Context: an optimization exercise on an open-source flow, tuned for small area. The choices shown serve that exercise and are no tape-out recipe. In this exercise RTL edits were held to simulation tests only and were not proved equivalent to the original. Power is estimated from default activity; no workload was simulated.

harbor:
// uart_secded_top
module uart_secded_top (
  input        clk,
  input        reset_n,              
  input        trans,
  input  [7:0] bus_data_in,
  output       tx,
  output [2:0] tx_status,            
  output       wait_request_write,
  input        rx,
  input        read_en,
  output [2:0] rx_status,            
  output       wait_request_read,
  output [9:0] rx_dout,              
  output       rx_valid              
);
Size: about 610 cells after synthesis, about 33 I/O pins, roughly 8500 sq um of cells after synthesis.
Settings: LEC_CHECK=0, CAP_MARGIN=20, CORE_MARGIN=2, CORE_UTILIZATION=65, PLACE_DENSITY=0.75, SLEW_MARGIN=20; clock period 20.0 ns.
standard.sh (not shown) runs the stock make flow with config.mk's settings and CLKGATE_MAP_FILE= SYNTH_SCRIPT=/design/flow/synth_recipe.tcl, a recipe that flattens the netlist after the stock synthesis.
==> flow/flow/run.sh <==
#!/bin/bash
# The standard ORFS layout (standard.sh), with three changes:
#  * synthesis maps with an area-oriented ABC script (flow/abc_area.script)
#    in place of ORFS's speed script; everything else in synthesis is
#    unchanged, so the registers are those of the standard synthesis;
#    adders are left to ABC too (no ORFS adder cell mapping);
#  * port buffers are sky130_fd_sc_hd__buf_1;
#  * the clock tree is built from clkbuf_4 cells in clusters of up to 12
#    sinks, without dummy loads.
# Each tool's output is in orfs/logs/...; make's output is in standard.log.
set -euo pipefail
HERE=$(pwd)
rm -rf "$HERE/scripts"
cp -r "$FLOW_HOME/scripts" "$HERE/scripts"
cp "$HERE/flow/abc_area.script" "$HERE/scripts/abc_speed.script"
export SCRIPTS_DIR="$HERE/scripts"
export ADDER_MAP_FILE=
export BUFFER_PORTS_ARGS="-buffer_cell sky130_fd_sc_hd__buf_1"
export CTS_ARGS="-sink_clustering_enable -repair_clock_nets -buf_list sky130_fd_sc_hd__clkbuf_4 -root_buf sky130_fd_sc_hd__clkbuf_4 -tree_buf sky130_fd_sc_hd__clkbuf_4 -sink_clustering_size 12 -sink_clustering_max_diameter 35 -dont_use_dummy_load"
bash standard.sh > standard.log 2>&1
==> flow/flow/abc_area.script <==
&get -n
&st
&syn2
&dch
&nf -R 1000 -p -a -F 8 -A 8
&put
topo
dnsize -c
### harbor -> zinc
diff --git a/flow/design.v b/flow/design.v
--- a/flow/design.v
+++ b/flow/design.v
@@ -851,43 +851,35 @@
       twr <= 1'b0;
     end else begin
       if (tick) twr <= trans & ~tx_full;
       if (take) hol <= ~hol;
     end
   always @(posedge clk)
     if (take) nib <= hol ? bus_data_in[7:4] : bus_data_in[3:0];
   wire wn = (tcnt == 5'd0) & twr & ~hol;
   assign wait_request_write = (trans & ~wn) | tx_full;
   reg [63:0] tr;
-  reg [3:0]  twp, trp;
-  reg        tfull, tempty;
+  reg [3:0]  trp;
+  reg [4:0]  tcnt_q;           
+  wire       tfull  = tcnt_q[4];
+  wire       tempty = (tcnt_q == 5'd0);
   wire       tpush = twr & (~tfull | tx_done);
-  wire       tpop  = tx_done & ~tempty;
-  wire       tins  = tpush & (twp == 4'd15);
+  wire       tpop  = tx_done;         
+  wire       tins  = tpush & (tcnt_q[3:0] == ~trp);
   always @(posedge clk)
     tr <= {tr[59:0], tins ? nib : tr[63:60]};
   always @(posedge clk or negedge reset_n)
     if (!reset_n) begin
-      twp <= 4'd0; trp <= 4'd0; tfull <= 1'b0; tempty <= 1'b1;
+      trp <= 4'd0; tcnt_q <= 5'd0;
     end else begin
-      twp <= twp + {2'd0, tick & tpush, ~(tick & tpush)};
-      trp <= trp + {2'd0, tick & tpop,  ~(tick & tpop)};
-      if (tick) begin
-        if (tpush & ~tpop) begin
-          tempty <= 1'b0;
-          tfull  <= (twp + 4'd1 == trp);
-        end
-        if (tpop & ~tpush) begin
-          tfull  <= 1'b0;
-          tempty <= (trp + 4'd1 == twp);
-        end
-      end
+      trp <= trp + {2'd0, tick & tpop, ~(tick & tpop)};
+      if (tick & (tpush ^ tpop)) tcnt_q <= tpush ? tcnt_q + 5'd1 : tcnt_q - 5'd1;
     end
   assign tx_full  = tfull;
   assign tx_empty = tempty;
   reg [3:0] tph, tsc;
   reg       txr;
   reg       txbit;
   wire       t_idle  = (tph == 4'd0);
   wire       t_start = (tph == 4'd5);
   wire       t_stop  = (tph[3:1] == 3'd7);
   wire       t_data  = ~t_idle & ~t_start & ~t_stop;
@@ -916,53 +908,51 @@
   assign tx        = txr;
   assign tx_status = {tx_done, tx_empty, tx_full};
   reg [3:0] rph, rsc;
   reg [7:0] rsh;
   wire      r_idle  = (rph == 4'd0);
   wire      r_start = (rph == 4'd5);
   wire      r_end   = (rsc == 4'd8);
   wire      rx_done = (rph == 4'd15) & r_end;
   always @(posedge clk or negedge reset_n)
     if (!reset_n) begin
-      rph <= 4'd0; rsc <= 4'd0;
+      rph <= 4'd0; rsc <= 4'd10;
     end else if (tick) begin
-      if (r_idle) begin
-        rph <= rx ? 4'd0 : 4'd5;
+      if (r_idle | r_start & rx) begin
+        rph <= r_idle & ~rx ? 4'd5 : 4'd0;
         rsc <= 4'd10;
-      end else if (r_start & rx) begin
-        rph <= 4'd0;
       end else begin
         if (r_end) rph <= rph + 4'd1;
         rsc <= db4(rsc);
       end
     end
   always @(posedge clk)
     if (tick & r_end & (rph >= 4'd6) & (rph <= 4'd13)) rsh <= {rx, rsh[7:1]};
   wire s0 = rsh[0] ^ rsh[2] ^ rsh[4] ^ rsh[6];
   wire s1 = rsh[1] ^ rsh[2] ^ rsh[5] ^ rsh[6];
   wire s2 = rsh[3] ^ rsh[4] ^ rsh[5] ^ rsh[6];
   wire [2:0] syn = {s2, s1, s0};
   wire par = ^rsh;
   wire de  = (syn != 3'd0) & ~par;
   wire ec  = par;
   wire [3:0] dd = {rsh[6] ^ (par & (syn == 3'd7)),
                    rsh[5] ^ (par & (syn == 3'd6)),
                    rsh[4] ^ (par & (syn == 3'd5)),
                    rsh[2] ^ (par & (syn == 3'd3))};
-  reg       d1, d2;        
+  reg       d2;            
+  wire      d1 = r_idle & (rsc == 4'd0);
   reg       hph;           
   reg [5:0] lo;            
   always @(posedge clk or negedge reset_n)
     if (!reset_n) begin
-      d1 <= 1'b0; d2 <= 1'b0; hph <= 1'b0;
+      d2 <= 1'b0; hph <= 1'b0;
     end else if (tick) begin
-      d1 <= rx_done;
       d2 <= d1;
       if (d1) hph <= ~hph;
     end
   always @(posedge clk)
     if (tick & d1 & ~hph) lo <= {de, ec, dd};
   wire       join_ok = d2 & ~hph;
   wire [9:0] wdata   = {de | lo[5], ec | lo[4], dd, lo[3:0]};
   assign rx_status = {rx_done, ~(d1 | d2), 1'b0};
   reg rlatch, wreq;
   always @(posedge clk or negedge reset_n)
[summary]
Having completed the whole flow, zinc delivered a layout that passed the timing, design-rule and antenna checks.
Detailed route, zinc vs harbor: via total lower for zinc
Changes observed in zinc relative to harbor: share of total power in combinational logic fell by 1.9 points; mean cell area of the mapped netlist higher; via count normalized by instance count up about 1.2%; maximum number of pins on one net before global-route repair decreased 2.
Summary: with harbor as the reference, post-detailed-route wirelength per cell in zinc moved up by a few percent.
zinc vs. harbor: die outline area shrank by 190 sq um, proportion of synthesized area in mux cells now sits lower.
Global-route usage over all layers delta (zinc -> harbor): insignificant

==> port drivers added, routing unchanged <==
In the flow no input, the clock included, has a driving cell. The finished layouts below were timed again as built, in two steps. Step 1 (the two cells are an assumption about what drives the block):
set clk [get_ports {clk}]
set_driving_cell -lib_cell sky130_fd_sc_hd__clkbuf_16 $clk
set_driving_cell -lib_cell sky130_fd_sc_hd__buf_2 [delete_from_list [all_inputs] $clk]
Step 2 moves the port delays by t, midway between the first and last clock arrival at a register: inputs arrive t later, outputs are due t later. That takes back most of the time a late clock gives input paths. a / b / c = ideal ports / drivers / drivers and shift; a / b = the first two.
run | t (ns) | slack for setup (ns) | worst setup path at the end
harbor | 0.606 | 11.641 / 11.619 / 11.619 | input to output
zinc | 0.613 | 11.633 / 11.609 / 11.609 | input to output
After both steps every run listed still meets setup and hold. The setup slack of zinc, which loses most, moves by -0.024 ns with the drivers and by -0.024 ns with both steps.
